Source: an optimization exercise on an open RTL-to-GDS flow (aim: small area, a short achievable clock period and few clock cycles per item). Production flows keep margins and buffers that such runs may drop. Function was not checked in any run shown here: the RTL went through the layout flow alone. Power figures rest on the tool's default switching activity, not on a simulated workload.

<file path="design/flow/run.sh">
#!/bin/bash
# synth_recipe.tcl (not shown) runs the flow's synth.tcl, then flattens the netlist and writes it again
# the make line also repeats each setting of config.mk as NAME=value (left out here)
make -C /OpenROAD-flow-scripts/flow DESIGN_CONFIG=/design/flow/config.mk WORK_HOME=/design/flow/orfs CLKGATE_MAP_FILE= SYNTH_SCRIPT=/design/flow/synth_recipe.tcl finish
</file>
<file path="design/flow/config.mk">
export PLATFORM = sky130hd
export DESIGN_NAME = alu
export DESIGN_NICKNAME = alu
export VERILOG_FILES = /design/flow/design.v
export SDC_FILE = /design/flow/constraint.sdc
export NUM_CORES = 4
export LEC_CHECK = 0
export CAP_MARGIN = 20
export CELL_PAD_IN_SITES_DETAIL_PLACEMENT = 1
export CELL_PAD_IN_SITES_GLOBAL_PLACEMENT = 2
export CORE_MARGIN = 2
export CORE_UTILIZATION = 25
export PLACE_DENSITY = 0.5
export SETUP_SLACK_MARGIN = 1.0
export SLEW_MARGIN = 20
</file>
<file path="design/flow/design.v">
module alu(
        input clk,
        input rst,
        input [2:0] operation,
        input [15:0] srcA_i,
        input [15:0] srcB_i,
        input [15:0] sortNum0_i,
        input [15:0] sortNum1_i,
        input [15:0] sortNum2_i,
        input [15:0] sortNum3_i,
        input [15:0] sortNum4_i,
        input [15:0] sortNum5_i,
        input [15:0] sortNum6_i,
        input [15:0] sortNum7_i,
        input [15:0] sortNum8_i,
        output [15:0] data_o,
        output [15:0] sortNum0_o,
        output [15:0] sortNum1_o,
        output [15:0] sortNum2_o,
        output [15:0] sortNum3_o,
        output [15:0] sortNum4_o,
        output [15:0] sortNum5_o,
        output [15:0] sortNum6_o,
        output [15:0] sortNum7_o,
        output [15:0] sortNum8_o,
        output reg        done
);
localparam [2:0] OP_ADD  = 3'd0;
localparam [2:0] OP_SUB  = 3'd1;
localparam [2:0] OP_MUL  = 3'd2;
localparam [2:0] OP_DIV  = 3'd3;
localparam [2:0] OP_SORT = 3'd4;
wire [15:0] a = srcA_i;
wire [15:0] b = srcB_i;
reg  [3:0]  cnt;
reg  [15:0] H, L, D;
reg  [16:0] D3;
reg         prev;       
reg  [8:0]  cmp;        
reg  [15:0] R;          
reg         fmax, fmin;
reg  [15:0] S [0:8];
assign data_o = {(R[15] & ~fmax) | fmin, (R[14:0] | {15{fmax}}) & ~{15{fmin}}};
assign sortNum0_o = S[0];
assign sortNum1_o = S[1];
assign sortNum2_o = S[2];
assign sortNum3_o = S[3];
assign sortNum4_o = S[4];
assign sortNum5_o = S[5];
assign sortNum6_o = S[6];
assign sortNum7_o = S[7];
assign sortNum8_o = S[8];
wire first = (cnt == 4'd0);
function gt24;
        input [23:0] x;
        input [23:0] y;
        reg   [23:0] g, p;
        reg   [11:0] g1, p1;
        reg   [5:0]  g2, p2;
        reg   [2:0]  g3, p3;
        integer i;
        begin
                g = x & ~y;
                p = x | ~y;
                for (i = 0; i < 12; i = i + 1) begin
                        g1[i] = g[2*i+1] | (p[2*i+1] & g[2*i]);
                        p1[i] = p[2*i+1] & p[2*i];
                end
                for (i = 0; i < 6; i = i + 1) begin
                        g2[i] = g1[2*i+1] | (p1[2*i+1] & g1[2*i]);
                        p2[i] = p1[2*i+1] & p1[2*i];
                end
                for (i = 0; i < 3; i = i + 1) begin
                        g3[i] = g2[2*i+1] | (p2[2*i+1] & g2[2*i]);
                        p3[i] = p2[2*i+1] & p2[2*i];
                end
                gt24 = g3[2] | (p3[2] & (g3[1] | (p3[1] & g3[0])));
        end
endfunction
function [15:0] lor16;
        input [15:0] x;
        reg   [15:0] o;
        integer i, l;
        begin
                o = x;
                for (l = 1; l < 16; l = l * 2)
                        for (i = 15; i >= l; i = i - 1)
                                o[i] = o[i] | o[i-l];
                lor16 = {o[14:0], 1'b0};
        end
endfunction
wire        is_sub = operation[0];
wire        mul0;                   
wire [15:0] m0_a, m0_b;
wire        m0_c;
wire [15:0] as_x   = mul0 ? m0_a : a;
wire [15:0] as_y   = mul0 ? m0_b : b ^ {16{is_sub}};
wire        as_ci  = mul0 ? m0_c : is_sub;
wire [15:0] as_r   = as_x + as_y + {15'd0, as_ci};
wire        as_ov  = ~a[15] & (b[15] ^ ~is_sub) & as_r[15];
wire        as_un  =  a[15] & (b[15] ^  is_sub) & ~as_r[15];
wire [15:0] na   = a ^ lor16(a);              
wire        m0p  = ~b[1] & b[0], m0n = b[1] & ~b[0];
assign mul0 = (operation == OP_MUL) & first;
assign m0_a = {1'b0, {15{b[0]}} & na[15:1]};
assign m0_b = (a & {16{m0p | m0n}}) ^ {16{m0n}};
assign m0_c = m0n;
wire [15:0] m0_s = {as_r[15] ^ (b[0] & na[15]), as_r[14:0]};
reg         e1p, e1n, e2p, e2n;                        
wire [2:0]  bq  = first ? b[3:1] : L[3:1];             
wire [15:0] y1  = (D & {16{e1p | e1n}}) ^ {16{e1n}};
wire [15:0] y2  = (D & {16{e2p | e2n}}) ^ {16{e2n}};
wire        c1  = e1n;
wire [15:0] ms  = H ^ y1;
wire [15:0] mk  = H & y1;
wire        mt0 = ms[0] & c1;
wire        mo1 = ms[0] ^ c1;                          
wire [15:0] ua  = {1'b0, ms[15:1]};
wire [15:0] ub  = {1'b0, mk[14:0]};
wire        uc  = {ua[13:0], mt0} > {~ub[13:0], 1'b0};   
wire        mf  = (ua[14] | ub[14] | uc) & ~(ua[14] & ub[14] & uc);   
wire [15:0] cs_s = ua ^ ub ^ y2;
wire [15:0] cs_c = (ua & ub) | (ua & y2) | (ub & y2);
wire        rnd  = (L[11] & ^L[10:2]) | (L[12] & L[11] & ~^L[10:2]);
wire [4:0]  ql   = {mo1, L[15:12]} + {4'd0, rnd};
wire        mlast = (cnt == 4'd7);
wire        c5   = mlast & rnd & mo1 & (&L[15:12]);
wire [15:0] s2r  = cs_s + {cs_c[14:0], mt0 | c5} + {15'd0, e2n};
wire [15:0] s2   = {s2r[15] ^ mf, s2r[14:0]};
wire [15:0] mq   = {s2r[10:0], ql};
wire        sgn  = a[15] ^ b[15];
wire [15:0] am  = a ^ ({16{a[15]}} & lor16(a));      
wire [15:0] bm  = b ^ ({16{b[15]}} & lor16(b));      
wire [15:0] nb  = b ^ {16{b[15]}};
wire [16:0] t3a = {1'b0, nb};
wire [16:0] t3b = {nb, 1'b0};
wire [16:0] t3c = {15'd0, b[15], b[15]};
wire [16:0] bm3 = (t3a ^ t3b ^ t3c) + {((t3a & t3b) | (t3a & t3c) | (t3b & t3c)), 1'b0};
wire        bsm   = (b[15:4] == 12'h000) | ((b[15:4] == 12'hfff) & (b[3:0] != 4'd0));
wire [3:0]  b4    = bm[3:0];
function [7:0] dv4;
        input [7:0] idx;
        begin
                case (idx)
                8'd0: dv4 = 8'b00000000;
                8'd1: dv4 = 8'b00000000;
                8'd2: dv4 = 8'b00000000;
                8'd3: dv4 = 8'b00000000;
                8'd4: dv4 = 8'b00000000;
                8'd5: dv4 = 8'b00000000;
                8'd6: dv4 = 8'b00000000;
                8'd7: dv4 = 8'b00000000;
                8'd8: dv4 = 8'b00000000;
                8'd9: dv4 = 8'b00000000;
                8'd10: dv4 = 8'b00000000;
                8'd11: dv4 = 8'b00000000;
                8'd12: dv4 = 8'b00000000;
                8'd13: dv4 = 8'b00000000;
                8'd14: dv4 = 8'b00000000;
                8'd15: dv4 = 8'b00000000;
                8'd16: dv4 = 8'b00010001;
                8'd17: dv4 = 8'b00000001;
                8'd18: dv4 = 8'b00000001;
                8'd19: dv4 = 8'b00000001;
                8'd20: dv4 = 8'b00000001;
                8'd21: dv4 = 8'b00000001;
                8'd22: dv4 = 8'b00000001;
                8'd23: dv4 = 8'b00000001;
                8'd24: dv4 = 8'b00000001;
                8'd25: dv4 = 8'b00000001;
                8'd26: dv4 = 8'b00000001;
                8'd27: dv4 = 8'b00000001;
                8'd28: dv4 = 8'b00000001;
                8'd29: dv4 = 8'b00000001;
                8'd30: dv4 = 8'b00000001;
                8'd31: dv4 = 8'b00000001;
                8'd32: dv4 = 8'b00110010;
                8'd33: dv4 = 8'b00010001;
                8'd34: dv4 = 8'b00000010;
                8'd35: dv4 = 8'b00000010;
                8'd36: dv4 = 8'b00000010;
                8'd37: dv4 = 8'b00000010;
                8'd38: dv4 = 8'b00000010;
                8'd39: dv4 = 8'b00000010;
                8'd40: dv4 = 8'b00000010;
                8'd41: dv4 = 8'b00000010;
                8'd42: dv4 = 8'b00000010;
                8'd43: dv4 = 8'b00000010;
                8'd44: dv4 = 8'b00000010;
                8'd45: dv4 = 8'b00000010;
                8'd46: dv4 = 8'b00000010;
                8'd47: dv4 = 8'b00000010;
                8'd48: dv4 = 8'b00110011;
                8'd49: dv4 = 8'b00010010;
                8'd50: dv4 = 8'b00010001;
                8'd51: dv4 = 8'b00000011;
                8'd52: dv4 = 8'b00000011;
                8'd53: dv4 = 8'b00000011;
                8'd54: dv4 = 8'b00000011;
                8'd55: dv4 = 8'b00000011;
                8'd56: dv4 = 8'b00000011;
                8'd57: dv4 = 8'b00000011;
                8'd58: dv4 = 8'b00000011;
                8'd59: dv4 = 8'b00000011;
                8'd60: dv4 = 8'b00000011;
                8'd61: dv4 = 8'b00000011;
                8'd62: dv4 = 8'b00000011;
                8'd63: dv4 = 8'b00000011;
                8'd64: dv4 = 8'b01110100;
                8'd65: dv4 = 8'b00110001;
                8'd66: dv4 = 8'b00010010;
                8'd67: dv4 = 8'b00010001;
                8'd68: dv4 = 8'b00000100;
                8'd69: dv4 = 8'b00000100;
                8'd70: dv4 = 8'b00000100;
                8'd71: dv4 = 8'b00000100;
                8'd72: dv4 = 8'b00000100;
                8'd73: dv4 = 8'b00000100;
                8'd74: dv4 = 8'b00000100;
                8'd75: dv4 = 8'b00000100;
                8'd76: dv4 = 8'b00000100;
                8'd77: dv4 = 8'b00000100;
                8'd78: dv4 = 8'b00000100;
                8'd79: dv4 = 8'b00000100;
                8'd80: dv4 = 8'b01110101;
                8'd81: dv4 = 8'b00110010;
                8'd82: dv4 = 8'b00010011;
                8'd83: dv4 = 8'b00010010;
                8'd84: dv4 = 8'b00010001;
                8'd85: dv4 = 8'b00000101;
                8'd86: dv4 = 8'b00000101;
                8'd87: dv4 = 8'b00000101;
                8'd88: dv4 = 8'b00000101;
                8'd89: dv4 = 8'b00000101;
                8'd90: dv4 = 8'b00000101;
                8'd91: dv4 = 8'b00000101;
                8'd92: dv4 = 8'b00000101;
                8'd93: dv4 = 8'b00000101;
                8'd94: dv4 = 8'b00000101;
                8'd95: dv4 = 8'b00000101;
                8'd96: dv4 = 8'b01110110;
                8'd97: dv4 = 8'b00110011;
                8'd98: dv4 = 8'b00100010;
                8'd99: dv4 = 8'b00010011;
                8'd100: dv4 = 8'b00010010;
                8'd101: dv4 = 8'b00010001;
                8'd102: dv4 = 8'b00000110;
                8'd103: dv4 = 8'b00000110;
                8'd104: dv4 = 8'b00000110;
                8'd105: dv4 = 8'b00000110;
                8'd106: dv4 = 8'b00000110;
                8'd107: dv4 = 8'b00000110;
                8'd108: dv4 = 8'b00000110;
                8'd109: dv4 = 8'b00000110;
                8'd110: dv4 = 8'b00000110;
                8'd111: dv4 = 8'b00000110;
                8'd112: dv4 = 8'b01110111;
                8'd113: dv4 = 8'b00110100;
                8'd114: dv4 = 8'b00110001;
                8'd115: dv4 = 8'b00010100;
                8'd116: dv4 = 8'b00010011;
                8'd117: dv4 = 8'b00010010;
                8'd118: dv4 = 8'b00010001;
                8'd119: dv4 = 8'b00000111;
                8'd120: dv4 = 8'b00000111;
                8'd121: dv4 = 8'b00000111;
                8'd122: dv4 = 8'b00000111;
                8'd123: dv4 = 8'b00000111;
                8'd124: dv4 = 8'b00000111;
                8'd125: dv4 = 8'b00000111;
                8'd126: dv4 = 8'b00000111;
                8'd127: dv4 = 8'b00000111;
                8'd128: dv4 = 8'b11111000;
                8'd129: dv4 = 8'b01110001;
                8'd130: dv4 = 8'b00110010;
                8'd131: dv4 = 8'b00100010;
                8'd132: dv4 = 8'b00010100;
                8'd133: dv4 = 8'b00010011;
                8'd134: dv4 = 8'b00010010;
                8'd135: dv4 = 8'b00010001;
                8'd136: dv4 = 8'b00001000;
                8'd137: dv4 = 8'b00001000;
                8'd138: dv4 = 8'b00001000;
                8'd139: dv4 = 8'b00001000;
                8'd140: dv4 = 8'b00001000;
                8'd141: dv4 = 8'b00001000;
                8'd142: dv4 = 8'b00001000;
                8'd143: dv4 = 8'b00001000;
                8'd144: dv4 = 8'b11111001;
                8'd145: dv4 = 8'b01110010;
                8'd146: dv4 = 8'b00110011;
                8'd147: dv4 = 8'b00100011;
                8'd148: dv4 = 8'b00010101;
                8'd149: dv4 = 8'b00010100;
                8'd150: dv4 = 8'b00010011;
                8'd151: dv4 = 8'b00010010;
                8'd152: dv4 = 8'b00010001;
                8'd153: dv4 = 8'b00001001;
                8'd154: dv4 = 8'b00001001;
                8'd155: dv4 = 8'b00001001;
                8'd156: dv4 = 8'b00001001;
                8'd157: dv4 = 8'b00001001;
                8'd158: dv4 = 8'b00001001;
                8'd159: dv4 = 8'b00001001;
                8'd160: dv4 = 8'b11111010;
                8'd161: dv4 = 8'b01110011;
                8'd162: dv4 = 8'b00110100;
                8'd163: dv4 = 8'b00110001;
                8'd164: dv4 = 8'b00100010;
                8'd165: dv4 = 8'b00010101;
                8'd166: dv4 = 8'b00010100;
                8'd167: dv4 = 8'b00010011;
                8'd168: dv4 = 8'b00010010;
                8'd169: dv4 = 8'b00010001;
                8'd170: dv4 = 8'b00001010;
                8'd171: dv4 = 8'b00001010;
                8'd172: dv4 = 8'b00001010;
                8'd173: dv4 = 8'b00001010;
                8'd174: dv4 = 8'b00001010;
                8'd175: dv4 = 8'b00001010;
                8'd176: dv4 = 8'b11111011;
                8'd177: dv4 = 8'b01110100;
                8'd178: dv4 = 8'b00110101;
                8'd179: dv4 = 8'b00110010;
                8'd180: dv4 = 8'b00100011;
                8'd181: dv4 = 8'b00010110;
                8'd182: dv4 = 8'b00010101;
                8'd183: dv4 = 8'b00010100;
                8'd184: dv4 = 8'b00010011;
                8'd185: dv4 = 8'b00010010;
                8'd186: dv4 = 8'b00010001;
                8'd187: dv4 = 8'b00001011;
                8'd188: dv4 = 8'b00001011;
                8'd189: dv4 = 8'b00001011;
                8'd190: dv4 = 8'b00001011;
                8'd191: dv4 = 8'b00001011;
                8'd192: dv4 = 8'b11111100;
                8'd193: dv4 = 8'b01110101;
                8'd194: dv4 = 8'b01010010;
                8'd195: dv4 = 8'b00110011;
                8'd196: dv4 = 8'b00100100;
                8'd197: dv4 = 8'b00100010;
                8'd198: dv4 = 8'b00010110;
                8'd199: dv4 = 8'b00010101;
                8'd200: dv4 = 8'b00010100;
                8'd201: dv4 = 8'b00010011;
                8'd202: dv4 = 8'b00010010;
                8'd203: dv4 = 8'b00010001;
                8'd204: dv4 = 8'b00001100;
                8'd205: dv4 = 8'b00001100;
                8'd206: dv4 = 8'b00001100;
                8'd207: dv4 = 8'b00001100;
                8'd208: dv4 = 8'b11111101;
                8'd209: dv4 = 8'b01110110;
                8'd210: dv4 = 8'b01010011;
                8'd211: dv4 = 8'b00110100;
                8'd212: dv4 = 8'b00110001;
                8'd213: dv4 = 8'b00100011;
                8'd214: dv4 = 8'b00010111;
                8'd215: dv4 = 8'b00010110;
                8'd216: dv4 = 8'b00010101;
                8'd217: dv4 = 8'b00010100;
                8'd218: dv4 = 8'b00010011;
                8'd219: dv4 = 8'b00010010;
                8'd220: dv4 = 8'b00010001;
                8'd221: dv4 = 8'b00001101;
                8'd222: dv4 = 8'b00001101;
                8'd223: dv4 = 8'b00001101;
                8'd224: dv4 = 8'b11111110;
                8'd225: dv4 = 8'b01110111;
                8'd226: dv4 = 8'b01100010;
                8'd227: dv4 = 8'b00110101;
                8'd228: dv4 = 8'b00110010;
                8'd229: dv4 = 8'b00100100;
                8'd230: dv4 = 8'b00100010;
                8'd231: dv4 = 8'b00010111;
                8'd232: dv4 = 8'b00010110;
                8'd233: dv4 = 8'b00010101;
                8'd234: dv4 = 8'b00010100;
                8'd235: dv4 = 8'b00010011;
                8'd236: dv4 = 8'b00010010;
                8'd237: dv4 = 8'b00010001;
                8'd238: dv4 = 8'b00001110;
                8'd239: dv4 = 8'b00001110;
                8'd240: dv4 = 8'b11111111;
                8'd241: dv4 = 8'b01111000;
                8'd242: dv4 = 8'b01110001;
                8'd243: dv4 = 8'b00110110;
                8'd244: dv4 = 8'b00110011;
                8'd245: dv4 = 8'b00100101;
                8'd246: dv4 = 8'b00100011;
                8'd247: dv4 = 8'b00011000;
                8'd248: dv4 = 8'b00010111;
                8'd249: dv4 = 8'b00010110;
                8'd250: dv4 = 8'b00010101;
                8'd251: dv4 = 8'b00010100;
                8'd252: dv4 = 8'b00010011;
                8'd253: dv4 = 8'b00010010;
                8'd254: dv4 = 8'b00010001;
                8'd255: dv4 = 8'b00001111;
                default: dv4 = 8'd0;
                endcase
        end
endfunction
wire [7:0]  dv_r = dv4({am[15:12], b4});
wire [3:0]  dv_q = bsm ? dv_r[7:4] : 4'd0;
wire [3:0]  dv_t = bsm ? dv_r[3:0] : am[15:12];
wire [16:0] X    = {H, L[15]};
wire        h_gt = H[14:0] > D[14:0];
wire        h_eq = (H[14:0] == D[14:0]);
wire        d_g1 = (H[15] & ~D[15]) | (~(H[15] ^ D[15]) & h_gt);           
wire        d_ms = H[15] & ~D[15] & (h_gt | h_eq);                         
wire        d_ca = X[15:0] > D;
wire        x_gt = X[15:0] > D3[15:0];
wire        d_c3 = (X[16] & ~D3[16]) | (~(X[16] ^ D3[16]) & x_gt);         
wire        d_ch = X[16] & ~D3[16] & x_gt;                                 
wire        d_g2 = d_g1 ? (d_ms ? d_ch : d_c3) : d_ca;
wire [14:0] r0   = X[14:0];
wire [14:0] r1   = X[14:0] - D[14:0];
wire [14:0] r2   = X[14:0] - {D[13:0], 1'b0};
wire [14:0] r3   = X[14:0] - D3[14:0];
wire [14:0] rA   = d_g1 ? r2 : r0;
wire [14:0] rB   = d_g1 ? r3 : r1;
wire [14:0] rr   = d_g2 ? rB : rA;
wire [15:0] dq  = {L[13:0], d_g1, d_g2};
wire [15:0] orl = lor16({2'b00, L[13:0]});
wire        glo = d_g1 | d_g2;
wire [15:0] d_res = sgn ? {L[13:0] ^ (orl[13:0] | {14{glo}}), d_g1 ^ d_g2, d_g2} : dq;
wire [15:0] xin [0:8];
assign xin[0] = sortNum0_i;
assign xin[1] = sortNum1_i;
assign xin[2] = sortNum2_i;
assign xin[3] = sortNum3_i;
assign xin[4] = sortNum4_i;
assign xin[5] = sortNum5_i;
assign xin[6] = sortNum6_i;
assign xin[7] = sortNum7_i;
assign xin[8] = sortNum8_i;
reg  [15:0] sel;
integer u;
always @* begin
        sel = 16'd0;
        for (u = 0; u < 9; u = u + 1)
                sel = sel | (xin[u] & {16{cnt == u || (u == 8 && cnt > 8)}});
end
reg [8:0] cmp_n;
integer j;
always @* begin
        for (j = 0; j < 9; j = j + 1)
                cmp_n[j] = {sel, 1'b1} > {xin[j], ~(j < cnt)};
end
reg [3:0] rank;
integer k;
always @* begin
        rank = 4'd0;
        for (k = 0; k < 9; k = k + 1)
                rank = rank + {3'd0, cmp[k]};
end
wire last = (operation == OP_MUL)  ? (cnt == 4'd7)  :
            (operation == OP_DIV)  ? (cnt == 4'd11) :
            (operation == OP_SORT) ? (cnt == 4'd9)  : 1'b1;
always @(posedge clk or posedge rst) begin
        if (rst) begin
                cnt  <= 4'd0;
                done <= 1'b0;
        end else begin
                cnt  <= last ? 4'd0 : cnt + 4'd1;
                done <= last;
        end
end
always @(posedge clk) begin
        cmp <= cmp_n;
        D3  <= bm3;
        e1p <= ~bq[1] & bq[0];
        e1n <= bq[1] & ~bq[0];
        e2p <= ~bq[2] & bq[1];
        e2n <= bq[2] & ~bq[1];
        case (operation)
        OP_MUL: begin
                if (first) begin
                        H    <= {m0_s[15], m0_s[15:1]};
                        L    <= {m0_s[0], a[0] & b[0], b[15:2]};
                        prev <= b[1];
                end else begin
                        H    <= {s2[15], s2[15:1]};
                        L    <= {s2[0], mo1, L[15:2]};
                        prev <= L[1];
                end
                D    <= a;
                R    <= mq;
                fmax <= ~sgn & mq[15];
                fmin <= sgn & ~mq[15];
        end
        OP_DIV: begin
                if (first) begin
                        H <= {11'd0, dv_t, am[11]};
                        L <= {am[10:0], 1'b0, dv_q};
                end else begin
                        H <= {rr, L[14]};
                        L <= {L[13:0], d_g1, d_g2};
                end
                prev <= L[1];
                D    <= bm;
                R    <= d_res;
                fmax <= 1'b0;
                fmin <= 1'b0;
        end
        OP_SORT: begin
                H    <= {s2[15], s2[15:1]};
                L    <= {s2[0], mo1, L[15:2]};
                prev <= L[1];
                D    <= sel;
                R    <= as_r;
                fmax <= as_ov;
                fmin <= as_un;
        end
        default: begin
                H    <= {s2[15], s2[15:1]};
                L    <= {s2[0], mo1, L[15:2]};
                prev <= L[1];
                D    <= a;
                R    <= as_r;
                fmax <= as_ov;
                fmin <= as_un;
        end
        endcase
end
integer p;
always @(posedge clk)
        if (operation == OP_SORT && !first)
                for (p = 0; p < 9; p = p + 1)
                        if (rank == p) S[p] <= D;
endmodule
</file>
<file path="design/flow/constraint.sdc">
create_clock -name core_clock -period 5.0 [get_ports {clk}]
set_input_delay 1.0000 -clock core_clock [delete_from_list [all_inputs] [get_ports {clk}]]
set_output_delay 1.0000 -clock core_clock [all_outputs]
set_load 0.01 [all_outputs]
</file>
==> qor.csv, run 1 <==
stage,metric,value,unit
worst_setup_path,critPathArrivalTime,5.38,ns
route,post_drt_wl_per_cell,26.5,microns
synthesis,synth_area,0.0227,sq mm
finish,seqCellArea,0.00640,sq mm
synthesis,async_reset_ff_frac,0.0204,
clock_network,cts.sinks,245,
placed_design,gp_congestion,0.873,
synthesis,synth_top_area_share,0.191,
route,wl,116,mm
power_and_ir_drop,ir_drop,0.263,mV
global_route,grt_use_total,0.243,
job,drv_cap,0,
finish,layout-drive-gt1-share,0.187,
worst_setup_path,critPathSlowestCell,or4_4,
route,viasPerCell,5.12,
global_route,antenna_found_initial,3,
sta,fin_crit_sh,0.982,
worst_setup_path,worst-path-buf-inv,2,
global_route,gr-usage-met2,0.420,
worst_hold_path,hold_path_class,reg2reg,
synthesis,syn_inst,2609,
worst_setup_path,crit_chain,inv_4 -> ha_4 -> nand2_4 -> or4_4 -> o31a_1 -> nor2b_4 -> a311oi_4 -> buf_12 -> nor2_4 -> a21oi_4 -> ha_1 -> nor2b_4 -> o31a_1 -> o41ai_4 -> o21ai_2 -> o211a_1 -> o21a_1 -> or3_1 -> a21o_1 -> a31o_1,
power_and_ir_drop,p_leak,13.6,nW
power_and_ir_drop,power.density,526,mW/mm^2
synthesis,ys_warn_count,2,
synthesis,synth-edff-count,144,
sta,setup_violations,0,
worst_setup_path,cp_max_fo,7,
die,start_util,0.252,
global_route,grt_max_degree,42,
clock_network,cts_tree,yes,
worst_setup_path,cp_num_cells,20,
die,fp.dieW,305,microns
clock_network,clkTransAtPathRegs,0.06,ns
run_status,status,finished clean,
placed_design,place_inst,4259,
worst_setup_path,cp-end-kind,flop,
sta,timing.slew.headroom,0.274,
clock_network,cts_hold_buf,0,
clock_network,insertion_delay,0.58,ns
global_route,grt-ovfl-total,0,
finish,stdcell_count,4369,
worst_setup_path,path_class,reg2reg,
synthesis,synth-seq-area-share,0.281,
finish,fin_area,0.0319,sq mm
route,drt-initial-drc-count,1229,
global_route,grt_pass1_vias,23500,
worst_setup_path,reg2reg_depth,20,
clock_network,numCtsBuffers,34,
sta,hold_violations,0,
sta,drv_slew,0,
die,io_pins,342,
clock_network,clock_path_buffers,3,
placed_design,io_buffers,341,
synthesis,synthMostInstantiatedCell,ha_1,
route,drt_drc_violations_left,0,
synthesis,synthDistinctLibCells,90,
synthesis,ys_ff_latch,245,
worst_hold_path,whs_path_depth,1,
sta,maxClockFrequency,204,MHz
worst_setup_path,required,5.47,ns
die,core,0.0899,sq mm
global_route,grt_use_met1,0.328,
die,rows,110,
sta,period_minus_slack,4.91,ns
synthesis,yosys-top-cells-count,"ha_1 (323), inv_1 (238), nand2_1 (197)",
synthesis,synthFlopType,edfxtp_1,
synthesis,syn-num-nets,3140,
synthesis,yosysTopAreaCell,edfxtp_1,
route,ant_nets,0,
clock_network,cts_root_buffer,clkbuf_16,
global_route,top_usage_layer,met2,
finish,multi_input_area,0.0159,sq mm
placed_design,post_dp_cell_area,0.0294,sq mm
route,drtPass1Iterations,7,
synthesis,synthTopCellsByArea,"edfxtp_1 (19%), ha_1 (18%), dfxtp_1 (8.5%), xnor2_1 (4.1%), inv_1 (3.9%)",
finish,fin_nets,3696,
global_route,met3_usage,0.0224,
route,vias,22400,
sta,skew,0.0296,ns
finish,area_growth_syn_to_layout,40.7,%
sta,rsz0062_at_grt,yes,
synthesis,avgSynthCellArea,8.69,sq um
die,design.die.area,0.0931,sq mm
worst_setup_path,critPathMaxStageDelay,0.54,ns
global_route,grt_pass1_wl,167,mm
worst_setup_path,critical_path.top_delay_family,compound AO/OA/AOI/OAI gates,
worst_setup_path,start_kind,flop,
sta,worst_pin_slew,1.08,ns
die,die_h,305,microns
clock_network,cts_htree_levels,2,
finish,fillers,10400,
placed_design,hpwl,95.0,mm
[where the power goes]
group	switching (W)	internal [W]
sequential	0.000323	0.00253
clock	0.00105	0.00155
combinational	0.00641	0.00491
[logic make-up after synthesis]
group | Yosys count | share of synthesized area
mux | 67 | 0.0320
buf+inv | 381 | 0.0647
flops | 245 | 0.281
compound gates | 705 | 0.209
simple gates | 694 | 0.146
xor+xnor | 167 | 0.0649
fa+ha+maj | 350 | 0.202
[metrics by stage]
| stage | util | hold WS [ns] | worst slack, ns | power [W] | setup TNS (ns) |
|---|---|---|---|---|---|
| final | 0.355 | 0.523 | 0.0900 | 0.0168 | 0 |
| after global routing | 0.355 | 0.538 | -0.0977 | 0.0180 | -0.167 |
| after CTS | 0.347 | 0.555 | 0.0974 | 0.0163 | 0 |
| after detailed placement | 0.327 | 0.544 | -0.369 | 0.0130 | -3.30 |
| after global placement | 0.327 | 0.537 | -0.370 | 0.0128 | -2.86 |
| after floorplan | - | 0.486 | 0.187 | 0.00882 | 0 |
[routing by layer]
metal	wire length, microns	share of wire
met1	53500	0.46
met2	56400	0.49
met3	3730	0.032
met4	2050	0.018
met5	0	0
[worst paths after layout]
path	from	slack, ns	to
max	D[2]$_DFF_P_	0.09	H[14]$_DFF_P_
min	cnt[0]$_DFF_PP0_	0.52	cnt[0]$_DFF_PP0_
max reg2reg	D[2]$_DFF_P_	0.09	H[14]$_DFF_P_
min reg2reg	cnt[0]$_DFF_PP0_	0.52	cnt[0]$_DFF_PP0_
max in group asynchronous	rst	4.10	cnt[0]$_DFF_PP0_
min in group asynchronous	rst	0.67	done$_DFF_PP0_
[state kept, by name, indices dropped and copies added, names as in the netlist]
register,count
S,144
D3,17
D,16
H,16
L,16
R,16
cmp,9
cnt,4
done,1
e1n,1
e1p,1
e2n,1
e2p,1
fmax,1
fmin,1
[layout make-up]
class	instances	area share
well taps	1176	0.0461
inverters	240	0.0288
multi-input cells	1983	0.498
clock inverters	21	0.00922
clock buffers	41	0.0278
diodes	2	0.000157
repair buffers	661	0.189
flip-flops and latches	245	0.201
[placed cells by master, fill, tap and decap left out, drive strengths merged, types with 43 or more instances in the layout]
cell type and n:
xor2 62, clkdlybuf4s50 325, a22oi 60, edfxtp 144, xnor2 105, a21oi 161
ha 323, o21ai 144, o21a 48, nor3 55, a21o 54, nand3 70
mux2i 44, nor2 181, nand2 197, buf 324, clkbuf 43, inv 240
dfxtp 96
[worst register-to-register path, stage by stage (launching register included)]
cell and delay [ns]:
dfxtp_4 0.41, inv_4 0.06, ha_4 0.27, nand2_4 0.05
or4_4 0.54, o31a_1 0.29, nor2b_4 0.15, a311oi_4 0.28
buf_12 0.17, nor2_4 0.04, a21oi_4 0.11, ha_1 0.24
nor2b_4 0.13, o31a_1 0.34, o41ai_4 0.46, o21ai_2 0.15
o211a_1 0.26, o21a_1 0.18, or3_1 0.34, a21o_1 0.19
a31o_1 0.17
[repair_timing]
item / 4_1_cts / 5_1_grt
setup endpoints to repair: 123 / 136
gates resized for setup: 122 / 114
cloned: 1 / 2
buffers inserted: 21 / 21
pin swaps: 51 / 55
==> run 2: changes to the inputs <==
--- a/design/flow/design.v
+++ b/design/flow/design.v
@@ -90,24 +90,13 @@
         end
 endfunction
 wire        is_sub = operation[0];
-wire        mul0;                   
-wire [15:0] m0_a, m0_b;
-wire        m0_c;
-wire [15:0] as_x   = mul0 ? m0_a : a;
-wire [15:0] as_y   = mul0 ? m0_b : b ^ {16{is_sub}};
-wire        as_ci  = mul0 ? m0_c : is_sub;
-wire [15:0] as_r   = as_x + as_y + {15'd0, as_ci};
+wire [15:0] as_r   = a + (b ^ {16{is_sub}}) + {15'd0, is_sub};
 wire        as_ov  = ~a[15] & (b[15] ^ ~is_sub) & as_r[15];
 wire        as_un  =  a[15] & (b[15] ^  is_sub) & ~as_r[15];
 wire [15:0] na   = a ^ lor16(a);              
-wire        m0p  = ~b[1] & b[0], m0n = b[1] & ~b[0];
-assign mul0 = (operation == OP_MUL) & first;
-assign m0_a = {1'b0, {15{b[0]}} & na[15:1]};
-assign m0_b = (a & {16{m0p | m0n}}) ^ {16{m0n}};
-assign m0_c = m0n;
-wire [15:0] m0_s = {as_r[15] ^ (b[0] & na[15]), as_r[14:0]};
+wire [15:0] m1_h = {16{b[0]}} & {na[15], na[15:1]};
 reg         e1p, e1n, e2p, e2n;                        
-wire [2:0]  bq  = first ? b[3:1] : L[3:1];             
+wire [2:0]  bq  = first ? b[2:0] : L[3:1];             
 wire [15:0] y1  = (D & {16{e1p | e1n}}) ^ {16{e1n}};
 wire [15:0] y2  = (D & {16{e2p | e2n}}) ^ {16{e2n}};
 wire        c1  = e1n;
@@ -121,13 +110,16 @@
 wire        mf  = (ua[14] | ub[14] | uc) & ~(ua[14] & ub[14] & uc);   
 wire [15:0] cs_s = ua ^ ub ^ y2;
 wire [15:0] cs_c = (ua & ub) | (ua & y2) | (ub & y2);
-wire        rnd  = (L[11] & ^L[10:2]) | (L[12] & L[11] & ~^L[10:2]);
-wire [4:0]  ql   = {mo1, L[15:12]} + {4'd0, rnd};
-wire        mlast = (cnt == 4'd7);
-wire        c5   = mlast & rnd & mo1 & (&L[15:12]);
-wire [15:0] s2r  = cs_s + {cs_c[14:0], mt0 | c5} + {15'd0, e2n};
+wire [15:0] s2r  = cs_s + {cs_c[14:0], mt0} + {15'd0, e2n};
 wire [15:0] s2   = {s2r[15] ^ mf, s2r[14:0]};
-wire [15:0] mq   = {s2r[10:0], ql};
+wire        rnd  = (L[10] & ^L[9:1]) | (L[11] & L[10] & ~^L[9:1]);
+wire [4:0]  ql   = L[15:11] + {4'd0, rnd};
+wire        c5   = rnd & (&L[15:11]);
+wire [10:0] fa_  = H[10:0];
+wire [10:0] fb_  = y1[10:0];
+wire [10:0] fc_  = {9'd0, c1 & c5, c1 ^ c5};
+wire [10:0] qh   = (fa_ ^ fb_ ^ fc_) + {((fa_ & fb_) | (fa_ & fc_) | (fb_ & fc_)), 1'b0};
+wire [15:0] mq   = {qh, ql};
 wire        sgn  = a[15] ^ b[15];
 wire [15:0] am  = a ^ ({16{a[15]}} & lor16(a));      
 wire [15:0] bm  = b ^ ({16{b[15]}} & lor16(b));      
@@ -456,7 +448,7 @@
         for (k = 0; k < 9; k = k + 1)
                 rank = rank + {3'd0, cmp[k]};
 end
-wire last = (operation == OP_MUL)  ? (cnt == 4'd7)  :
+wire last = (operation == OP_MUL)  ? (cnt == 4'd8)  :
             (operation == OP_DIV)  ? (cnt == 4'd11) :
             (operation == OP_SORT) ? (cnt == 4'd9)  : 1'b1;
 always @(posedge clk or posedge rst) begin
@@ -478,9 +470,9 @@
         case (operation)
         OP_MUL: begin
                 if (first) begin
-                        H    <= {m0_s[15], m0_s[15:1]};
-                        L    <= {m0_s[0], a[0] & b[0], b[15:2]};
-                        prev <= b[1];
+                        H    <= m1_h;
+                        L    <= {a[0] & b[0], b[15:1]};
+                        prev <= b[0];
                 end else begin
                         H    <= {s2[15], s2[15:1]};
                         L    <= {s2[0], mo1, L[15:2]};
==> qor.csv, run 2 <==
stage,metric,value,unit,change
clock_network,cts_root_buffer,clkbuf_16,,
synthesis,synth-seq-area-share,0.287,,+0.00599
worst_setup_path,critical_path.top_delay_family,compound AO/OA/AOI/OAI gates,,
finish,seqCellArea,0.00642,sq mm,+0.29%
worst_setup_path,reg2reg_depth,21,,+5.0%
worst_setup_path,cp_max_fo,4,,-3
route,ant_nets,0,,unchanged
clock_network,clock_path_buffers,3,,unchanged
power_and_ir_drop,ir_drop,0.364,mV,+38%
finish,fillers,10100,,-3.0%
placed_design,hpwl,90.6,mm,-4.7%
worst_setup_path,start_kind,flop,,
sta,fin_tns_setup,0,ns,unchanged
finish,biggestRegsByFlops,"S: 144 flops, D3: 17 flops",,
synthesis,syn_inst,2509,,-3.8%
sta,maxClockFrequency,246,MHz,+21%
sta,worst_pin_slew,0.940,ns,-0.137 ns
route,drt_drc_violations_left,0,,unchanged
run_status,status,finished clean,,
finish,layout-drive-gt1-share,0.146,,-0.0409
worst_hold_path,hold_path_class,reg2reg,,
clock_network,cts.sinks,245,,unchanged
clock_network,numCtsBuffers,35,,+2.9%
sta,hold_violations,0,,unchanged
die,rows,109,,-0.91%
power_and_ir_drop,finalPower,0.0203,W,+21%
synthesis,synth_compound_area_frac,0.217,,+0.00761
synthesis,yosys-top-cells-count,"ha_1 (327), inv_1 (239), nor2_1 (192)",,
worst_setup_path,ff2ff_setup_slack,0.93,ns,+0.84 ns
synthesis,synth_top_family_by_area,compound AO/OA/AOI/OAI gates,,
sta,drv_slew,0,,unchanged
worst_setup_path,cp-end-kind,flop,,
route,viasPerCell,5.22,,+1.9%
synthesis,synthMuxAreaShare,0.0164,,-0.0156
route,drt-initial-drc-count,1417,,+15%
global_route,grt_pass1_wl,160,mm,-4.0%
route,post_drt_wl_per_cell,26.8,microns,+1.2%
placed_design,gp_congestion,0.902,,+3.4%
route,wl,112,mm,-3.6%
die,io_pins,342,,unchanged
clock_network,cts_tree,yes,,
die,fp.dieW,302,microns,-1.0%
finish,regMostFlops,S,,
worst_setup_path,critPathSlowestCell,fa_2,,
global_route,antenna_found_initial,4,,+1
global_route,grt_pass1_vias,22600,,-3.7%
synthesis,synthMostInstantiatedCell,ha_1,,
synthesis,synth-xor-area-share,0.0626,,-0.00223
finish,final_common_cell,clkdlybuf4s50_1,,
synthesis,synth_top_area_share,0.195,,+0.00407
clock_network,clkTransAtPathRegs,0.06,ns,about the same
synthesis,ys_ff_latch,245,,unchanged
route,drtPass1Iterations,9,,+2
worst_hold_path,whs_path_depth,1,,unchanged
sta,skew,0.0341,ns,+0.00443 ns
synthesis,synthAdderAreaFrac,0.211,,+0.00837
sta,setup_violations,0,,unchanged
clock_network,cts_hold_buf,0,,unchanged
worst_hold_path,min_to,cnt[0]$_DFF_PP0_,,
power_and_ir_drop,p_leak,12.7,nW,-6.6%
clock_network,insertion_delay,0.57,ns,about the same
job,drv_cap,0,,unchanged
finish,largest_reg_flops,144,,unchanged
finish,fin_nets,3508,,-5.1%
sta,rsz0062_at_grt,yes,,
die,start_util,0.252,,-0.000686
synthesis,async_reset_ff_frac,0.0204,,unchanged
finish,area_growth_syn_to_layout,36.3,%,
sta,timing.slew.headroom,0.369,,+0.0944
synthesis,synthSimpleGateAreaFrac,0.145,,-0.00156
worst_setup_path,path_class,reg2reg,,
worst_hold_path,min_from,cnt[0]$_DFF_PP0_,,
worst_setup_path,required,5.49,ns,+0.02 ns
die,design.die.area,0.0912,sq mm,-2.1%
global_route,grt-ovfl-total,0,,unchanged
sta,period_minus_slack,4.07,ns,-0.840 ns
route,vias,21700,,-2.9%
synthesis,synthDistinctLibCells,83,,-7.8%
power_and_ir_drop,power.density,672,mW/mm^2,+28%
synthesis,synth_area,0.0222,sq mm,-2.1%
global_route,grt_use_total,0.239,,-0.00348
worst_setup_path,r2r_start,D[12]$_DFF_P_,,
synthesis,syn-num-nets,3046,,-3.0%
die,core,0.0882,sq mm,-1.8%
finish,final_cell_mix,"clkdlybuf4s50_1 (336), ha_1 (305), inv_1 (226), nor2_1 (184), buf_4 (174)",,
finish,multi_input_area,0.0152,sq mm,-4.3%
synthesis,synthTopCellsByArea,"edfxtp_1 (19%), ha_1 (18%), dfxtp_1 (8.7%), inv_1 (4.0%), nor2_1 (3.2%)",,
synthesis,avgSynthCellArea,8.85,sq um,+1.8%
synthesis,synthFlopType,edfxtp_1,,
worst_setup_path,critPathArrivalTime,4.56,ns,-0.82 ns
placed_design,io_buffers,341,,unchanged
die,die_h,302,microns,-1.0%
sta,fin_crit_sh,0.814,,-0.168
synthesis,yosysTopAreaCell,edfxtp_1,,
global_route,grt_max_degree,42,,unchanged
worst_setup_path,critPathMaxStageDelay,0.40,ns,-0.14 ns
clock_network,cts_htree_levels,2,,unchanged
synthesis,ys_warn_count,2,,unchanged
worst_setup_path,worst-path-buf-inv,4,,+2
worst_setup_path,reg2reg_to,H[13]$_DFF_P_,,
worst_setup_path,crit_chain,inv_4 -> ha_4 -> a21oi_2 -> o21ai_2 -> or3_4 -> o21a_1 -> and2_4 -> mux2_4 -> ha_4 -> inv_2 -> fa_2 -> a211oi_2 -> nor2_2 -> o41ai_2 -> buf_4 -> o21ai_4 -> o41ai_4 -> buf_4 -> xnor2_2 -> mux2i_1 -> o211ai_1,,
synthesis,synth-edff-count,144,,unchanged
[run 2: cell count changes after synthesis, moves of 16 or more]
cell and change:
xor2_1 +16, xnor2_1 -27, nand2_1 -63, a21oi_1 -21, o21a_1 +16, clkbuf_1 -17
mux2i_1 -29, o21ai_0 -20
[run 2: worst reg2reg max path, cell delays in order (launching register included)]
cell and delay, ns:
dfxtp_4 0.37, inv_4 0.04, ha_4 0.23, a21oi_2 0.14, o21ai_2 0.09, or3_4 0.38
o21a_1 0.12, and2_4 0.17, mux2_4 0.22, ha_4 0.13, inv_2 0.04, fa_2 0.40
a211oi_2 0.22, nor2_2 0.08, o41ai_2 0.20, buf_4 0.19, o21ai_4 0.07, o41ai_4 0.34
buf_4 0.18, xnor2_2 0.10, mux2i_1 0.10, o211ai_1 0.17
[run 2: final cells by class]
cell class	instances	area share
repair buffers	542	0.170
inverters	242	0.0304
multi-input cells	1905	0.503
diodes	1	0.0000827
well taps	1165	0.0482
flip-flops and latches	245	0.212
clock inverters	15	0.00554
clock buffers	47	0.0308
[run 2: logic make-up (layout without fill, tap and decap cells)]
logic type | Yosys count | after routing
compound gates | 697 | 697
flops | 245 | 245
fa+ha+maj | 356 | 356
buf+inv | 359 | 846
other cells | 0 | 1
simple gates | 661 | 661
mux | 34 | 34
xor+xnor | 157 | 157
[run 2: what timing repair did]
| action | CTS | global route |
|---|---|---|
| cloned | 0 | 2 |
| pin swaps | 35 | 32 |
| setup buffers | 31 | 26 |
| gates resized for setup | 83 | 83 |
| endpoints found under the setup margin | 78 | 125 |
[run 2: routing by layer]
metal  routed length [microns]  track usage  share of wire
met1                     51400        0.328           0.46
met5                         0            0              0
met2                     53100        0.405           0.48
met3                      4650       0.0279          0.042
met4                      2310       0.0508          0.021
[run 2: power by group]
part           total [W]  switching, W  internal, W
Clock            0.00247       0.00104      0.00142
Combinational     0.0147       0.00844      0.00627
Sequential       0.00316      0.000437      0.00272
Total             0.0203       0.00992       0.0104
[run 2: how the worst max path moves through the flow]
stage                         end  cells after the start           from  slack, ns
global route        H[14]$_DFF_P_                     20   D[2]$_DFF_P_       0.68
finish              H[13]$_DFF_P_                     21  D[12]$_DFF_P_       0.93
floorplan           H[15]$_DFF_P_                     21   D[5]$_DFF_P_       0.73
detailed placement   H[2]$_DFF_P_                     11      srcA_i[1]       0.03
global placement     H[2]$_DFF_P_                     11      srcA_i[1]      0.004
CTS                 H[15]$_DFF_P_                     21  D[12]$_DFF_P_       0.99
[run 2: per-stage QoR]
stage | setup slack (ns) | area (sq um) | hold slack [ns] | instances | utilization
final | 0.930 | 30300 | 0.527 | 4162 | 0.343
after global routing | 0.680 | 30300 | 0.566 | 4161 | 0.343
after CTS | 0.987 | 29700 | 0.515 | 4133 | 0.336
after detailed placement | 0.0279 | 27900 | 0.559 | 4040 | 0.317
after global placement | 0.00432 | 27900 | 0.545 | 4040 | 0.317
after floorplan | 0.735 | 22500 | 0.488 | 2509 | -
==> run 3: changes to the inputs <==
--- a/design/flow/design.v
+++ b/design/flow/design.v
@@ -34,7 +34,7 @@
 wire [15:0] b = srcB_i;
 reg  [3:0]  cnt;
 reg  [15:0] H, L, D;
-reg  [16:0] D3;
+reg  [16:0] E;          
 reg         prev;       
 reg  [8:0]  cmp;        
 reg  [15:0] R;          
@@ -90,36 +90,43 @@
         end
 endfunction
 wire        is_sub = operation[0];
-wire [15:0] as_r   = a + (b ^ {16{is_sub}}) + {15'd0, is_sub};
+wire        mul0;                   
+wire [15:0] m0_a, m0_b;
+wire        m0_c;
+wire [15:0] as_x   = mul0 ? m0_a : a;
+wire [15:0] as_y   = mul0 ? m0_b : b ^ {16{is_sub}};
+wire        as_ci  = mul0 ? m0_c : is_sub;
+wire [16:0] as_t   = {as_x, 1'b1} + {as_y, as_ci};
+wire [15:0] as_r   = as_t[16:1];
 wire        as_ov  = ~a[15] & (b[15] ^ ~is_sub) & as_r[15];
 wire        as_un  =  a[15] & (b[15] ^  is_sub) & ~as_r[15];
 wire [15:0] na   = a ^ lor16(a);              
-wire [15:0] m1_h = {16{b[0]}} & {na[15], na[15:1]};
+wire        m0p  = ~b[1] & b[0], m0n = b[1] & ~b[0];
+assign mul0 = (operation == OP_MUL) & first;
+assign m0_a = {1'b0, {15{b[0]}} & na[15:1]};
+assign m0_b = ({16{m0p}} & a) | ({16{m0n}} & na);
+assign m0_c = 1'b0;
+wire [15:0] m0_s = {as_r[15] ^ (b[0] & na[15]), as_r[14:0]};
 reg         e1p, e1n, e2p, e2n;                        
-wire [2:0]  bq  = first ? b[2:0] : L[3:1];             
-wire [15:0] y1  = (D & {16{e1p | e1n}}) ^ {16{e1n}};
-wire [15:0] y2  = (D & {16{e2p | e2n}}) ^ {16{e2n}};
-wire        c1  = e1n;
-wire [15:0] ms  = H ^ y1;
-wire [15:0] mk  = H & y1;
-wire        mt0 = ms[0] & c1;
-wire        mo1 = ms[0] ^ c1;                          
-wire [15:0] ua  = {1'b0, ms[15:1]};
-wire [15:0] ub  = {1'b0, mk[14:0]};
+wire [2:0]  bq  = first ? b[3:1] : L[3:1];             
+wire [15:0] y1  = ({16{e1p}} & D) | ({16{e1n}} & E[15:0]);
+wire [15:0] y2  = ({16{e2p}} & D) | ({16{e2n}} & E[15:0]);
+wire        mt0 = H[0] & y1[0];                        
+wire        mo1 = H[0] ^ y1[0];                        
+wire [15:0] ua  = {1'b0, H[15:1]};
+wire [15:0] ub  = {1'b0, y1[15:1]};
 wire        uc  = {ua[13:0], mt0} > {~ub[13:0], 1'b0};   
 wire        mf  = (ua[14] | ub[14] | uc) & ~(ua[14] & ub[14] & uc);   
 wire [15:0] cs_s = ua ^ ub ^ y2;
 wire [15:0] cs_c = (ua & ub) | (ua & y2) | (ub & y2);
-wire [15:0] s2r  = cs_s + {cs_c[14:0], mt0} + {15'd0, e2n};
+wire        rnd  = (L[11] & ^L[10:2]) | (L[12] & L[11] & ~^L[10:2]);
+wire [4:0]  ql   = {mo1, L[15:12]} + {4'd0, rnd};
+wire        mlast = (cnt == 4'd7);
+wire        c5   = mlast & rnd & mo1 & (&L[15:12]);
+wire [16:0] s2t  = {cs_s, 1'b1} + {cs_c[14:0], mt0, c5};
+wire [15:0] s2r  = s2t[16:1];
 wire [15:0] s2   = {s2r[15] ^ mf, s2r[14:0]};
-wire        rnd  = (L[10] & ^L[9:1]) | (L[11] & L[10] & ~^L[9:1]);
-wire [4:0]  ql   = L[15:11] + {4'd0, rnd};
-wire        c5   = rnd & (&L[15:11]);
-wire [10:0] fa_  = H[10:0];
-wire [10:0] fb_  = y1[10:0];
-wire [10:0] fc_  = {9'd0, c1 & c5, c1 ^ c5};
-wire [10:0] qh   = (fa_ ^ fb_ ^ fc_) + {((fa_ & fb_) | (fa_ & fc_) | (fb_ & fc_)), 1'b0};
-wire [15:0] mq   = {qh, ql};
+wire [15:0] mq   = {s2r[10:0], ql};
 wire        sgn  = a[15] ^ b[15];
 wire [15:0] am  = a ^ ({16{a[15]}} & lor16(a));      
 wire [15:0] bm  = b ^ ({16{b[15]}} & lor16(b));      
@@ -403,17 +410,16 @@
 wire        d_g1 = (H[15] & ~D[15]) | (~(H[15] ^ D[15]) & h_gt);           
 wire        d_ms = H[15] & ~D[15] & (h_gt | h_eq);                         
 wire        d_ca = X[15:0] > D;
-wire        x_gt = X[15:0] > D3[15:0];
-wire        d_c3 = (X[16] & ~D3[16]) | (~(X[16] ^ D3[16]) & x_gt);         
-wire        d_ch = X[16] & ~D3[16] & x_gt;                                 
+wire        x_gt = X[15:0] > E[15:0];
+wire        d_c3 = (X[16] & ~E[16]) | (~(X[16] ^ E[16]) & x_gt);         
+wire        d_ch = X[16] & ~E[16] & x_gt;                                 
 wire        d_g2 = d_g1 ? (d_ms ? d_ch : d_c3) : d_ca;
 wire [14:0] r0   = X[14:0];
 wire [14:0] r1   = X[14:0] - D[14:0];
 wire [14:0] r2   = X[14:0] - {D[13:0], 1'b0};
-wire [14:0] r3   = X[14:0] - D3[14:0];
-wire [14:0] rA   = d_g1 ? r2 : r0;
-wire [14:0] rB   = d_g1 ? r3 : r1;
-wire [14:0] rr   = d_g2 ? rB : rA;
+wire [14:0] r3   = X[14:0] - E[14:0];
+wire        ds0  = ~d_g1 & ~d_g2, ds1 = ~d_g1 & d_g2, ds2 = d_g1 & ~d_g2, ds3 = d_g1 & d_g2;
+wire [14:0] rr   = ({15{ds0}} & r0) | ({15{ds1}} & r1) | ({15{ds2}} & r2) | ({15{ds3}} & r3);
 wire [15:0] dq  = {L[13:0], d_g1, d_g2};
 wire [15:0] orl = lor16({2'b00, L[13:0]});
 wire        glo = d_g1 | d_g2;
@@ -441,14 +447,23 @@
         for (j = 0; j < 9; j = j + 1)
                 cmp_n[j] = {sel, 1'b1} > {xin[j], ~(j < cnt)};
 end
-reg [3:0] rank;
-integer k;
+reg [3:0] ga, gb, gc;       
+reg [8:0] slot;
+integer k, i1, i2;
 always @* begin
-        rank = 4'd0;
-        for (k = 0; k < 9; k = k + 1)
-                rank = rank + {3'd0, cmp[k]};
+        for (k = 0; k < 4; k = k + 1) begin
+                ga[k] = (cmp[0] + cmp[1] + cmp[2] == k);
+                gb[k] = (cmp[3] + cmp[4] + cmp[5] == k);
+                gc[k] = (cmp[6] + cmp[7] + cmp[8] == k);
+        end
+        slot = 9'd0;
+        for (i1 = 0; i1 < 4; i1 = i1 + 1)
+                for (i2 = 0; i2 < 4; i2 = i2 + 1)
+                        for (k = 0; k < 4; k = k + 1)
+                                if (i1 + i2 + k < 9)
+                                        slot[i1 + i2 + k] = slot[i1 + i2 + k] | (ga[i1] & gb[i2] & gc[k]);
 end
-wire last = (operation == OP_MUL)  ? (cnt == 4'd8)  :
+wire last = (operation == OP_MUL)  ? (cnt == 4'd7)  :
             (operation == OP_DIV)  ? (cnt == 4'd11) :
             (operation == OP_SORT) ? (cnt == 4'd9)  : 1'b1;
 always @(posedge clk or posedge rst) begin
@@ -462,7 +477,7 @@
 end
 always @(posedge clk) begin
         cmp <= cmp_n;
-        D3  <= bm3;
+        E   <= (operation == OP_MUL) ? {1'b0, na} : bm3;
         e1p <= ~bq[1] & bq[0];
         e1n <= bq[1] & ~bq[0];
         e2p <= ~bq[2] & bq[1];
@@ -470,9 +485,9 @@
         case (operation)
         OP_MUL: begin
                 if (first) begin
-                        H    <= m1_h;
-                        L    <= {a[0] & b[0], b[15:1]};
-                        prev <= b[0];
+                        H    <= {m0_s[15], m0_s[15:1]};
+                        L    <= {m0_s[0], a[0] & b[0], b[15:2]};
+                        prev <= b[1];
                 end else begin
                         H    <= {s2[15], s2[15:1]};
                         L    <= {s2[0], mo1, L[15:2]};
@@ -521,5 +536,5 @@
 always @(posedge clk)
         if (operation == OP_SORT && !first)
                 for (p = 0; p < 9; p = p + 1)
-                        if (rank == p) S[p] <= D;
+                        if (slot[p]) S[p] <= D;
 endmodule
==> design/flow/flow/run.sh (new file) <==
#!/bin/bash
# The standard layout, except that the port buffers are buf_1 cells
# (buffer_ports would otherwise pick its lowest-drive buffer, a delay cell).
export BUFFER_PORTS_ARGS="-buffer_cell sky130_fd_sc_hd__buf_1"
bash standard.sh > standard.log 2>&1
==> design/flow/standard.sh (new file) <==
#!/bin/bash
# synth_recipe.tcl (not shown) runs the flow's synth.tcl, then flattens the netlist and writes it again
# the make line also repeats each setting of config.mk as NAME=value (left out here)
make -C /OpenROAD-flow-scripts/flow DESIGN_CONFIG=/design/flow/config.mk WORK_HOME=/design/flow/orfs CLKGATE_MAP_FILE= SYNTH_SCRIPT=/design/flow/synth_recipe.tcl "${@:-finish}"
removed: design/flow/run.sh
==> qor.csv, run 3 <==
stage,metric,value,unit,change
global_route,grt_max_degree,35,,-17%
sta,hold_violations,0,,unchanged
synthesis,synth-edff-count,144,,unchanged
synthesis,synthFlopType,edfxtp_1,,
finish,largest_reg_flops,144,,unchanged
global_route,grt_pass1_wl,163,mm,+1.7%
synthesis,avgSynthCellArea,8.58,sq um,-3.0%
clock_network,cts.sinks,245,,unchanged
die,design.die.area,0.0924,sq mm,+1.3%
worst_setup_path,start_kind,primary input,,
route,post_drt_wl_per_cell,26.4,microns,-1.3%
synthesis,syn-num-nets,3113,,+2.2%
finish,layout-drive-gt1-share,0.132,,-0.0143
sta,period_minus_slack,4.26,ns,+0.191 ns
sta,whs,0.264,ns,-0.262 ns
finish,biggestRegsByFlops,"S: 144 flops, E: 17 flops",,
global_route,grt_pass1_vias,23400,,+3.4%
finish,regMostFlops,S,,
worst_setup_path,ff2ff_setup_slack,0.92,ns,about the same
worst_setup_path,required,5.44,ns,-0.05 ns
synthesis,ys_ff_latch,245,,unchanged
power_and_ir_drop,power.density,643,mW/mm^2,-4.3%
job,drv_cap,0,,unchanged
placed_design,hpwl,91.7,mm,+1.3%
die,rows,110,,+0.92%
clock_network,cts_hold_buf,0,,unchanged
worst_setup_path,critPathArrivalTime,4.70,ns,+0.14 ns
synthesis,async_reset_ff_frac,0.0204,,unchanged
sta,drv_slew,0,,unchanged
clock_network,insertion_delay,0.62,ns,+0.05 ns
worst_setup_path,path_class,in2reg,,
finish,area_growth_syn_to_layout,24.5,%,
die,fp.dieW,304,microns,+0.67%
worst_setup_path,reg2reg_to,H[13]$_DFF_P_,,
global_route,grt_use_total,0.235,,-0.00439
synthesis,ys_warn_count,2,,unchanged
route,viasPerCell,5.23,,+0.19%
synthesis,syn_inst,2621,,+4.5%
sta,fin_crit_sh,0.852,,+0.0382
route,drt-initial-drc-count,1273,,-10%
synthesis,yosys-top-cells-count,"ha_1 (287), inv_1 (233), a21oi_1 (201)",,
worst_setup_path,r2r_start,cnt[1]$_DFF_PP0_,,
power_and_ir_drop,p_leak,11.6,nW,-8.8%
route,vias,22200,,+2.3%
route,drt_drc_violations_left,0,,unchanged
synthesis,synth_area,0.0225,sq mm,+1.4%
sta,skew,0.0687,ns,+0.0346 ns
worst_setup_path,startpoint,srcA_i[0],,
die,io_pins,342,,unchanged
clock_network,clock_path_buffers,3,,unchanged
synthesis,synthDistinctLibCells,82,,-1.2%
die,die_h,304,microns,+0.67%
worst_setup_path,endpoint,H[13]$_DFF_P_,,
global_route,antenna_found_initial,8,,+4
worst_setup_path,cp_max_fo,3,,-1
placed_design,gp_congestion,0.878,,-2.7%
run_status,status,finished clean,,
global_route,grt-ovfl-total,0,,unchanged
route,ant_nets,0,,unchanged
sta,fin_tns_setup,0,ns,unchanged
synthesis,synth-seq-area-share,0.283,,-0.00385
clock_network,numCtsBuffers,30,,-14%
sta,maxClockFrequency,235,MHz,-4.5%
clock_network,cts_root_buffer,clkbuf_16,,
die,core,0.0896,sq mm,+1.5%
synthesis,synthTopCellsByArea,"edfxtp_1 (19%), ha_1 (16%), dfxtp_1 (8.5%), a21oi_1 (4.5%), xnor2_1 (3.9%)",,
power_and_ir_drop,ir_drop,0.309,mV,-15%
worst_setup_path,cp-end-kind,flop,,
placed_design,io_buffers,341,,unchanged
clock_network,cts_htree_levels,1,,-1
route,drtPass1Iterations,7,,-2
route,wl,112,mm,+0.78%
sta,setup_violations,0,,unchanged
clock_network,clkTransAtPathRegs,0.07,ns,about the same
sta,rsz0062_at_grt,yes,,
die,start_util,0.251,,-0.000452
finish,fillers,10600,,+4.9%
sta,worst_pin_slew,1.14,ns,+0.196 ns
synthesis,yosysTopAreaCell,edfxtp_1,,
clock_network,cts_tree,yes,,
finish,fin_nets,3540,,+0.91%
worst_hold_path,hold_path_class,in2async,,
finish,final_cell_mix,"buf_1 (337), ha_1 (280), inv_1 (230), buf_4 (195), a21oi_1 (186)",,
finish,final_common_cell,buf_1,,
sta,timing.slew.headroom,0.239,,-0.129
synthesis,synthMostInstantiatedCell,ha_1,,
worst_setup_path,reg2reg_depth,18,,-14%
synthesis,synth_top_area_share,0.192,,-0.00261
run 3: cell types whose count changed in the layout (fill, tap and decap cells not counted), sizes merged, moves of 30 or more:
| cell | delta |
|---|---|
| buf | +342 |
| o21a | -46 |
| a22o | +38 |
| clkdlybuf4s50 | -336 |
| o21ai | +30 |
| ha | -40 |
| nand2 | +35 |
| a21oi | +61 |
run 3: kinds of logic (layout without fill, tap and decap cells):
kind of cell	Yosys count	after routing	share of synthesized area
buf+inv	384	834	0.0648
mux	34	34	0.0162
xor+xnor	181	181	0.0705
fa+ha+maj	312	312	0.181
compound gates	801	801	0.240
flops	245	245	0.283
simple gates	664	664	0.144
other cells	0	4	0
run 3: how the worst min path moves through the flow:
stage,cells after the start,from,endpoint
after floorplan,1,L[3]$_DFF_P_,e2p$_DFF_P_
after global placement,2,L[9]$_DFF_P_,L[7]$_DFF_P_
after detailed placement,2,L[5]$_DFF_P_,L[3]$_DFF_P_
after CTS,2,rst,done$_DFF_PP0_
after global routing,2,rst,cnt[1]$_DFF_PP0_
final,2,rst,cnt[0]$_DFF_PP0_
run 3: where the power goes:
part | total (W) | switching (W) | leakage [nW] | internal [W]
logic | 0.0125 | 0.00748 | 8.98 | 0.00504
clock network | 0.00229 | 0.000954 | 0.482 | 0.00133
registers | 0.00320 | 0.000576 | 2.17 | 0.00263
total | 0.0180 | 0.00901 | 11.6 | 0.00900
run 3: final cells by class:
type                       count  area [sq um]  area share
antenna                        4          10.0    0.000357
clock buffer                  34           776      0.0277
clock inverter                21           254     0.00907
inverter                     235           903      0.0323
multi-input combinational   1992         15300       0.548
sequential                   245          6380       0.228
tap                         1176          1470      0.0526
timing repair buffer         544          2870       0.103
run 3: per-layer routing:
metal  up-vias  routed length, microns  track usage
met1     11200                   51700        0.317
met2       496                   54900        0.410
met4         0                    2310       0.0509
met5         -                       0            0
met3       113                    3460       0.0173
li1      10500                       -            -
run 3: timing repair:
item / in CTS / in global routing
pin swaps: 31 / 26
resized for setup: 67 / 56
setup endpoints to repair: 39 / 31
buffers inserted: 12 / 10
endpoints found under the hold margin: 0 / 0
run 3: per-stage QoR:
| step | std cells | utilization | total power (W) | setup slack [ns] | instance area [sq um] |
|---|---|---|---|---|---|
| final | 4251 | 0.312 | 0.0180 | 0.738 | 28000 |
| after global routing | 4250 | 0.312 | 0.0195 | 0.608 | 28000 |
| after CTS | 4236 | 0.309 | 0.0178 | 0.771 | 27700 |
| after detailed placement | 4169 | 0.293 | 0.0152 | -0.265 | 26300 |
| after global placement | 4169 | 0.293 | 0.0151 | -0.218 | 26300 |
| after floorplan | 2621 | - | 0.0109 | 0.448 | 22700 |
run 3: worst max-delay path, stage by stage:
cell and delay, ns:
buf_8 0.11, inv_6 0.05, ha_4 0.13, or3b_4 0.38
or2_4 0.25, or3_4 0.34, buf_6 0.13, xor2_2 0.14
buf_4 0.14, a22o_1 0.21, ha_4 0.30, buf_6 0.10
and3_4 0.18, a31oi_4 0.09, a211o_1 0.36, o21ai_2 0.15
a31oi_1 0.13, xnor2_1 0.17, a221o_1 0.35

-- afterwards: timing with drivers on the ports --
How much do the figures lean on ideal ports? The routed layouts below were timed once more, with nothing changed but the port constraints. Step 1 assumes that a clkbuf_16 drives the clock port and a buf_2 every other input. Step 2 moves the port delays by t, midway between the first and last clock arrival at a register: inputs arrive t later, outputs are due t later. That takes back most of the time a late clock gives input paths. Three values: ideal, step 1, step 2; two values: the first two.
run | t, ns | setup slack, ns | worst register clock-pin slew, ns
run 1 | 0.628 | 0.090 / 0.090 / 0.090 | 0.06 / 0.06
run 2 | 0.625 | 0.930 / 0.930 / 0.505 | 0.06 / 0.06
run 3 | 0.647 | 0.738 / 0.751 / 0.104 | 0.07 / 0.07
After both steps setup and hold are still met in every run listed. The setup slack of run 3, which loses most, moves by +0.013 ns with the drivers and by -0.634 ns with both steps.
